This design comes from an exercise in tuning for small area and a short achievable clock period on the open sky130 flow, not from production work.
Where RTL was checked, it was by simulation tests only, not by an equivalence proof against the original.
Power and IR drop assume default switching activity.

## cnn_accelerator
module cnn_accelerator (
    input clk,
    input reset,
    input [7:0] pixel_in,
    input [1:0] kernel_size,
    output reg detected
);
For scale: roughly 360 cells after synthesis, ~57 flip-flops, about 3600 sq um of cells after synthesis.
clock: 6.0 ns
lec_check: 0
abc_clock_period_in_ps: 2500
cap_margin: 20
core_margin: 2
core_utilization: 40
setup_slack_margin: 3.5
slew_margin: 20
run.sh (not shown) runs the stock make flow with config.mk's settings and CLKGATE_MAP_FILE= SYNTH_SCRIPT=/design/flow/synth_recipe.tcl, a recipe that flattens the netlist after the stock synthesis.
==> next run, changes <==
ABC_CLOCK_PERIOD_IN_PS = 2200   (was 2500)
SETUP_SLACK_MARGIN = 3.8   (was 3.5)
Effect: The new run completed with no timing, DRC or antenna violations. Worst setup slack gains 18 ps. Register-to-register slack is about the same. Non-clock buffer count is higher by 11. Wire length rises by 3.5%. Die area does not change. Clock-buffer cell count rises by 2.
No run of this note included a check of the RTL's function; only the layout flow was run.

========
cnn_accelerator, a different RTL version from the one above (not shown whole).
For scale: ~3700 sq um of cells after synthesis.
clock: 6.0 ns
lec_check: 0
abc_clock_period_in_ps: 2500
cap_margin: 20
core_margin: 2
core_utilization: 40
setup_slack_margin: 3.5
slew_margin: 20
==> next run, changes <==
--- a/flow/config.mk
+++ b/flow/config.mk
@@ -6,8 +6,6 @@
 export NUM_CORES = 4
 export LEC_CHECK = 0
-export ABC_CLOCK_PERIOD_IN_PS = 2500
 export CAP_MARGIN = 20
 export CORE_MARGIN = 2
 export CORE_UTILIZATION = 40
-export SETUP_SLACK_MARGIN = 3.5
 export SLEW_MARGIN = 20
Count of clock-buffer cells in the layout rises by 1.
Clock skew hardly moves.
Setup slack is worse by 640 ps.
Clock power drops by a few percent.
==> next run, changes <==
--- a/flow/config.mk
+++ b/flow/config.mk
@@ -6,6 +6,8 @@
 export NUM_CORES = 4
 export LEC_CHECK = 0
+export ABC_CLOCK_PERIOD_IN_PS = 2000
 export CAP_MARGIN = 20
 export CORE_MARGIN = 2
 export CORE_UTILIZATION = 40
+export SETUP_SLACK_MARGIN = 4.0
 export SLEW_MARGIN = 20
After rerunning: Total power came out higher by a quarter to a third; register-to-register slack improved by 490 ps; core utilization came out higher by 9.7 points; first-iteration DRC count came out lower by about a fifth.
No functional check of the RTL was part of any run of this note.

========
Another version of the RTL of cnn_accelerator (not shown whole).
Size: roughly 320 cells after synthesis, about 58 flip-flops, ~0.0033 sq mm of cells after synthesis.
## cnn_accelerator
module cnn_accelerator (
    input clk,
    input reset,
    input [7:0] pixel_in,
    input [1:0] kernel_size,
    output reg detected
);
==> flow/config.mk <==
export PLATFORM = sky130hd
export DESIGN_NAME = cnn_accelerator
export DESIGN_NICKNAME = cnn_accelerator
export VERILOG_FILES = /design/flow/design.v
export SDC_FILE = /design/flow/constraint.sdc
export NUM_CORES = 4
export LEC_CHECK = 0
export ABC_CLOCK_PERIOD_IN_PS = 2200
export CAP_MARGIN = 20
export CORE_MARGIN = 2
export CORE_UTILIZATION = 65
export CTS_BUF_LIST = sky130_fd_sc_hd__clkbuf_4
export SETUP_SLACK_MARGIN = 3.8
export SLEW_MARGIN = 20
export TNS_END_PERCENT = 5
==> flow/constraint.sdc <==
create_clock -name core_clock -period 6.0 [get_ports {clk}]
set_input_delay 1.2000 -clock core_clock [delete_from_list [all_inputs] [get_ports {clk}]]
set_output_delay 1.2000 -clock core_clock [all_outputs]
set_load 0.01 [all_outputs]
The baseline passed the timing, design-rule and antenna checks.
Edit:
Settings changed: PLACE_DENSITY set to 0.45, TNS_END_PERCENT 5 to not set.
=>
- synthesized area stays the same
- clock skew shrinks by 0.0054 ns
- hold slack got worse by 0.0038 ns
- global-route usage shrinks by 0.60 points
Edit:
Settings changed: CORE_UTILIZATION 65 to 72, PLACE_DENSITY 0.45 to not set.
Synthesized cell count stays the same.
Maximum frequency went down by 1.4%.
Via count went up by 3.7%.
First-iteration DRC count went down by 34%.
Synthesized area does not change.
Edit:
==> flow/flow/run.sh (new file) <==
#!/bin/bash
# The standard layout, with yosys's full/half-adder extraction turned off
# (ADDER_MAP_FILE empty) so that ABC maps the adders along with the rest.
set -euo pipefail
bash standard.sh ADDER_MAP_FILE= finish > standard_flow.log 2>&1
==> flow/standard.sh (new file) <==
#!/bin/bash
# synth_recipe.tcl (not shown) runs the flow's synth.tcl, then flattens the netlist and writes it again
# the make line also repeats each setting of config.mk as NAME=value (left out here)
make -C /OpenROAD-flow-scripts/flow DESIGN_CONFIG=/design/flow/config.mk WORK_HOME=/design/flow/orfs CLKGATE_MAP_FILE= SYNTH_SCRIPT=/design/flow/synth_recipe.tcl "${@:-finish}"
Settings changed: ABC_CLOCK_PERIOD_IN_PS 2200 to 2400, CORE_UTILIZATION 72 to 65, CTS_BUF_LIST sky130_fd_sc_hd__clkbuf_4 to not set, SETUP_SLACK_MARGIN 3.8 to 3.6.
removed: flow/run.sh
The new run completed with no timing, DRC or antenna violations; non-clock buffer count climbs by 6; global-route usage drops by 1.2 points; critical path depth climbs by 1.

========
cnn_accelerator again, from the RTL that the note above started with.
## cnn_accelerator
module cnn_accelerator (
    input clk,
    input reset,
    input [7:0] pixel_in,
    input [1:0] kernel_size,
    output reg detected
);
Settings: LEC_CHECK=0, ABC_CLOCK_PERIOD_IN_PS=2200, CAP_MARGIN=20, CORE_MARGIN=2, CORE_UTILIZATION=65, CTS_BUF_LIST=sky130_fd_sc_hd__clkbuf_4, PLACE_DENSITY=0.8, SETUP_SLACK_MARGIN=3.8, SLEW_MARGIN=20; clock period 6.0 ns.
Stock flow here: none of the scripts above is used.
Change:
- CELL_PAD_IN_SITES_DETAIL_PLACEMENT: unset -> 1
- CELL_PAD_IN_SITES_GLOBAL_PLACEMENT: unset -> 4
- PLACE_DENSITY: 0.8 -> unset
The new run never finished: it broke off in global placement without I/O (3_1_place_gp_skip_io), error GPL-0301.
Synthesized cell count stays the same.
Synthesized area stays the same.
Change:
- CELL_PAD_IN_SITES_DETAIL_PLACEMENT: 1 -> unset
- CELL_PAD_IN_SITES_GLOBAL_PLACEMENT: 4 -> unset
- CTS_BUF_LIST: sky130_fd_sc_hd__clkbuf_4 -> unset
- This time the run finished with timing, DRC and antenna clean
- area after synthesis stays the same
- synthesized cell count does not change
Change:
==> flow/flow/run.sh (new file) <==
#!/bin/bash
# The standard layout (standard.sh), with one change: Yosys's ABC mapping
# uses flow/abc_speed.script, which ends with an extra choice-based
# (&dch -f) mapping pass with more area recovery (&nf -R 1000).
# Everything else, including the synthesis script and the registers it
# makes, is ORFS's own.
set -euo pipefail
S="$PWD/orfs_scripts"
rm -rf "$S"
cp -r "$FLOW_HOME/scripts" "$S"
cp flow/abc_speed.script "$S/abc_speed.script"
bash standard.sh SCRIPTS_DIR="$S" finish > standard_flow.log 2>&1
==> flow/flow/abc_speed.script (new file) <==
&get -n
&st
&dch
&nf
&st
&syn2
&if -g -K 6
&synch2
&nf
&st
&syn2
&if -g -K 6
&synch2
&nf
&st
&dch -f
&nf -R 1000
&put
buffer -c
topo
stime -c
upsize -c
dnsize -c
==> flow/standard.sh (new file) <==
#!/bin/bash
# synth_recipe.tcl (not shown) runs the flow's synth.tcl, then flattens the netlist and writes it again
# the make line also repeats each setting of config.mk as NAME=value (left out here)
make -C /OpenROAD-flow-scripts/flow DESIGN_CONFIG=/design/flow/config.mk WORK_HOME=/design/flow/orfs CLKGATE_MAP_FILE= SYNTH_SCRIPT=/design/flow/synth_recipe.tcl "${@:-finish}"
- CTS_BUF_LIST: unset -> sky130_fd_sc_hd__clkbuf_4
removed: flow/run.sh
The changed run produced a clean layout; flip-flop and latch count does not change; via count goes up by 3.0%; clock skew goes up by 0.0043 ns; clock power goes up by about 4%; die area goes down by 3.3%; global-route usage hardly moves; synthesized area goes down by 3.4%.
Change:
==> flow/run.sh (new file) <==
#!/bin/bash
# synth_recipe.tcl (not shown) runs the flow's synth.tcl, then flattens the netlist and writes it again
# the make line also repeats each setting of config.mk as NAME=value (left out here)
make -C /OpenROAD-flow-scripts/flow DESIGN_CONFIG=/design/flow/config.mk WORK_HOME=/design/flow/orfs CLKGATE_MAP_FILE= SYNTH_SCRIPT=/design/flow/synth_recipe.tcl finish
- ABC_CLOCK_PERIOD_IN_PS: 2200 -> 2300
- SETUP_SLACK_MARGIN: 3.8 -> 3.7
removed: flow/flow/run.sh
removed: flow/flow/abc_speed.script
removed: flow/standard.sh
The new run went through all stages and came out clean.
Area after synthesis is higher by 3.5%.
Cell count is higher by 1.2%.
Total power is lower by 3.5%.
Final area is lower by 3.5%.
Utilization is lower by 4.4 points.
Wire length is lower by 13%.
Change:
- ABC_CLOCK_PERIOD_IN_PS: 2300 -> 2200
- CORE_UTILIZATION: 65 -> 80
- SETUP_SLACK_MARGIN: 3.7 -> 3.8
Fmax drops by 9.7%.
Utilization rose by 20 points.
Design area grows by 4.7%.
Via count came out higher by 34%.
Die area fell by 18%.
First-iteration DRC count climbs to 3.4 times its value.
Count of clock-buffer cells in the layout is higher by 1.
Register-to-register slack is worse by 0.26 ns.

========
cnn_accelerator, a different RTL version from the one above (not shown whole).
==> flow/config.mk <==
export PLATFORM = sky130hd
export DESIGN_NAME = cnn_accelerator
export DESIGN_NICKNAME = cnn_accelerator
export VERILOG_FILES = /design/flow/design.v
export SDC_FILE = /design/flow/constraint.sdc
export NUM_CORES = 4
export LEC_CHECK = 0
export ABC_CLOCK_PERIOD_IN_PS = 2500
export CAP_MARGIN = 20
export CORE_MARGIN = 2
export CORE_UTILIZATION = 40
export SETUP_SLACK_MARGIN = 3.5
export SLEW_MARGIN = 20
==> flow/constraint.sdc <==
create_clock -name core_clock -period 6.0 [get_ports {clk}]
set_input_delay 1.2000 -clock core_clock [delete_from_list [all_inputs] [get_ports {clk}]]
set_output_delay 1.2000 -clock core_clock [all_outputs]
set_load 0.01 [all_outputs]
Stock flow here: none of the scripts above is used.
Change:
- ABC_CLOCK_PERIOD_IN_PS: 2500 -> 2200
- CORE_UTILIZATION: 40 -> 65
- SETUP_SLACK_MARGIN: 3.5 -> 3.8
Wire length increases by a few percent.
Maximum frequency drops by a few percent.
Global-route usage grows by 9.4 points.
Change:
- CORE_UTILIZATION: 65 -> 40
After rerunning:
- setup slack gains 0.093 ns
- critical path depth does not change
- non-clock buffer count stays the same
- utilization shrinks by 31 points
- clock power decreases by about 4%
Function was not checked in any run of this note: the RTL went through the layout flow alone.

separate check: timing with driven ports:
How much do the figures lean on ideal ports? The routed layouts below were timed once more, with nothing changed but the port constraints.
Step 1, drivers: a clkbuf_16 drives clk and a buf_2 each remaining input, both assumed.
Step 2 also shifts input and output timing later by t, the mid clock arrival at the registers, as if the neighbouring blocks saw the same clock.
Three values: no drivers, after step 1, after step 2; two values: the first two.
run | t (ns) | slack for setup (ns) | hold slack, ns | worst setup path at the end | pins driven straight from the clock port
the first run of note 1 | 0.368 | 3.546 / 3.546 / 3.178 | 0.434 / 0.434 / 0.434 | input to register | 1
the second run of note 1 | 0.357 | 3.564 / 3.561 / 3.203 | 0.432 / 0.432 / 0.432 | input to register | 1
the first run of note 2 | 0.344 | 3.214 / 3.214 / 3.204 | 0.504 / 0.504 / 0.504 | input to register | 1
the second run of note 2 | 0.331 | 2.578 / 2.590 / 2.259 | 0.513 / 0.513 / 0.513 | input to register | 1
the third run of note 2 | 0.332 | 3.205 / 3.205 / 3.205 | 0.511 / 0.511 / 0.511 | register to register | 1
the first run of note 3 | 0.428 | 3.792 / 3.789 / 3.393 | 0.445 / 0.445 / 0.445 | input to register | 1
the second run of note 3 | 0.423 | 3.844 / 3.840 / 3.417 | 0.441 / 0.441 / 0.441 | input to register | 1
the third run of note 3 | 0.419 | 3.814 / 3.814 / 3.435 | 0.435 / 0.435 / 0.435 | input to register | 1
the fourth run of note 3 | 0.368 | 3.167 / 3.167 / 3.167 | 0.433 / 0.433 / 0.433 | register to register | 1
the first run of note 4 | 0.428 | 3.866 / 3.860 / 3.439 | 0.439 / 0.439 / 0.439 | input to register | 1
the third run of note 4 | 0.363 | 3.820 / 3.798 / 3.435 | 0.434 / 0.434 / 0.434 | input to register | 1
the fourth run of note 4 | 0.415 | 3.793 / 3.793 / 3.468 | 0.442 / 0.442 / 0.442 | input to register | 1
the fifth run of note 4 | 0.426 | 3.754 / 3.759 / 3.333 | 0.446 / 0.446 / 0.446 | input to register | 1
the sixth run of note 4 | 0.451 | 3.512 / 3.512 / 3.283 | 0.450 / 0.450 / 0.450 | input to register | 1
the first run of note 5 | 0.361 | 3.532 / 3.532 / 3.272 | 0.433 / 0.433 / 0.433 | input to register | 1
the second run of note 5 | 0.356 | 3.474 / 3.474 / 3.313 | 0.436 / 0.436 / 0.436 | input to register | 1
the third run of note 5 | 0.356 | 3.567 / 3.567 / 3.355 | 0.435 / 0.435 / 0.435 | input to register | 1
After both steps setup and hold are still met in every run listed.
